This is an optimization exercise on Yosys and OpenROAD, whose aim is small area and a short achievable clock period, not a production implementation. The RTL was checked by simulation tests, not by an equivalence proof against the original design. Power and IR drop assume default switching activity.

Setup of the previous run:
==> flow/design.v (excerpt) <==
module statem(
	input	wire		clk,
	input	wire		rst,
	input	wire[15:0]	sw,
	output	wire[15:0]	Fout
	);
	reg[1:0]	i;
	reg		show;		 
	reg[15:0]	A0;
	reg[15:0]	B0;
	reg[7:0]	cr;		 
	wire	i0 = (i == 2'd0);
	wire	i1 = (i == 2'd1);
	wire	i2 = (i == 2'd2);
	wire	i3 = (i == 2'd3);
	wire	o_add = (sw[3:0] == 4'b0001);
	wire	o_sub = (sw[3:0] == 4'b0010);
	wire[15:0]	bn = ({16{i1}} & sw) | ({16{i2 & o_add}} & B0) | ({16{i2 & o_sub}} & ~B0);
	wire[15:0]	y = i1 ? sw : ~B0;
	wire[16:0]	cy;
	cla16 nc(.g(A0 & y), .p(A0 ^ y), .ci(~i1), .c(cy));
	wire[7:0]	cyv = {cy[14], cy[12], cy[10], cy[8], cy[6], cy[4], cy[2], cy[0]};
	wire[7:0]	crn = ({8{i1 | (i2 & o_sub)}} & cyv) | ({8{i2 & o_add}} & cr);
	wire[15:0]	p = A0 ^ B0;
	wire[15:0]	g = A0 & B0;
	wire[16:0]	c;
	genvar k;
	generate
		for (k = 0; k < 8; k = k + 1) begin : fc
			assign c[2*k] = cr[k];
			assign c[2*k+1] = g[2*k] | (p[2*k] & cr[k]);
		end
	endgenerate
	assign c[16] = g[15] | (p[15] & c[15]);
	wire[15:0]	s = p ^ c[15:0];
	assign Fout = {16{show}} & s;
	wire	SF = s[15];
	wire	ZF = ~(|s);
	wire	CF = c[16] ^ cr[0];
	wire	OF = (c[15] ^ c[16]) & ~(cr[0] & ~(|A0));
	wire[15:0]	res;
	alu a(.en(i2), .op(sw[3:0]), .A(A0), .B(B0), .p(p), .g(g), .res(res));
	always @(posedge clk or negedge rst) begin
		if (rst == 0) begin
			i <= 2'd0;
			show <= 1'b0;
		end else begin
			i <= i + 2'd1;
			if (i2)
				show <= 1'b1;
		end
	end
	always @(posedge clk) begin
		B0 <= bn;
		cr <= crn;
		A0 <= ({16{i0}} & sw) | res | {12'b0, {4{i3}} & {SF, OF, ZF, CF}} |
		      ({16{i1 | (i2 & (o_add | o_sub))}} & A0);
	end
endmodule
Size in the first run: about 510 cells after synthesis, ~34 I/O pins, roughly 3800 sq um of cells after synthesis.
export LEC_CHECK = 0
export CAP_MARGIN = 20
export CORE_MARGIN = 2
export CORE_UTILIZATION = 40
export PLACE_DENSITY = 0.75
export SETUP_SLACK_MARGIN = 3.0
export SLEW_MARGIN = 20
create_clock -name core_clock -period 6.0 [get_ports {clk}]
standard.sh (not shown) runs the stock make flow with config.mk's settings and CLKGATE_MAP_FILE= SYNTH_SCRIPT=/design/flow/synth_recipe.tcl, a recipe that flattens the netlist after the stock synthesis.
==> flow/flow/run.sh <==
#!/bin/bash
# Own flow: the standard layout, except that synthesis leaves adders to ABC
# (no full/half-adder cells) and maps with the ABC script in flow/abc.script.
set -euo pipefail
W=$(pwd)
# scripts folder = ORFS's scripts, with abc_area.script replaced by ours
mkdir -p "$W/scripts_own"
for f in "$FLOW_HOME"/scripts/*; do ln -sf "$f" "$W/scripts_own/"; done
rm -f "$W/scripts_own/abc_area.script"
cp "$W/flow/abc.script" "$W/scripts_own/abc_area.script"
make -C "$FLOW_HOME" DESIGN_CONFIG="$W/config.mk" WORK_HOME="$W/orfs" CLKGATE_MAP_FILE= \
	SYNTH_SCRIPT="$W/synth_recipe.tcl" SCRIPTS_DIR="$W/scripts_own" \
	ADDER_MAP_FILE= ABC_AREA=1 synth > "$W/synth.log" 2>&1
# the rest of the standard flow (synthesis is up to date, so make skips it),
# with plain buffers on the ports
export BUFFER_PORTS_ARGS="-buffer_cell sky130_fd_sc_hd__buf_2"
bash "$W/standard.sh" > "$W/layout.log" 2>&1
==> flow/flow/abc.script <==
strash
&get -n
&st
&dch -f
&nf -R 50
&put
topo
The previous run has completed all stages; timing, DRC and antenna checks passed.
Relative to the previous run, the following input files were edited for the current run:
==> flow/flow/abc.script <==
strash
&get -n
&st
&dch -f
&nf -R 75
&put
topo
diff --git a/flow/config.mk b/flow/config.mk
--- a/flow/config.mk
+++ b/flow/config.mk
@@ -11,2 +11 @@
-export PLACE_DENSITY = 0.75
-export SETUP_SLACK_MARGIN = 3.0
+export SETUP_SLACK_MARGIN = 3.1
Results
- In the current run the power density of the placed cells turned out about 8% lower than in the previous run.
- Cmp the previous run and the current run / final worst hold slack / higher: the current run
- Compared with the previous run, the current run shows a higher fmax.
- The current run — portion of the clock cycle consumed by the worst path in the final layout 2.5 points lower, the previous run as reference
- Comparing the previous run and the current run, the higher sequential share of layout area was measured on the previous run.
- When the final numbers for the previous run and the current run were put side by side, the met1 global-route usage turned out to be smaller in the previous run.
- Compare the previous run and the current run | design internal power lower: the current run
- Area overhead of the layout relative to synthesis in the current run vs the previous run: up 4.2 points
- Of the previous run and the current run, the previous run shows the lower total routing usage reported by global routing, with the current run above it.
- Die area of the current run is on par with the previous run.
- The layout net count of the current run is higher than that of the previous run.

-- port drivers added, routing unchanged --
The results above use ideal ports. As a check the final layouts listed here were re-extracted and re-timed, cells and wires unchanged. Step 1: set_driving_cell puts a clkbuf_16 on clk and a buf_2 on each other input, an assumption about the parent block. Step 2 also shifts input and output timing later by t, the mid clock arrival at the registers, as if the neighbouring blocks saw the same clock. Slacks: no drivers / after step 1 / after step 2; pairs: no drivers / after step 1.
| run | shift t [ns] | setup WS [ns] | hold slack, ns | slew at the worst register clock pin (ns) | cell pins on the clock port's net |
|---|---|---|---|---|---|
| the previous run | 0.339 | 2.964 / 2.964 / 2.704 | 0.491 / 0.491 / 0.491 | 0.10 / 0.10 | 1 |
| the current run | 0.330 | 3.115 / 3.124 / 2.794 | 0.507 / 0.507 / 0.507 | 0.09 / 0.09 | 1 |
After both steps setup and hold are still met in every run listed. For the current run, which loses most, drivers alone change the setup slack by +0.009 ns; drivers and shift together by -0.321 ns.
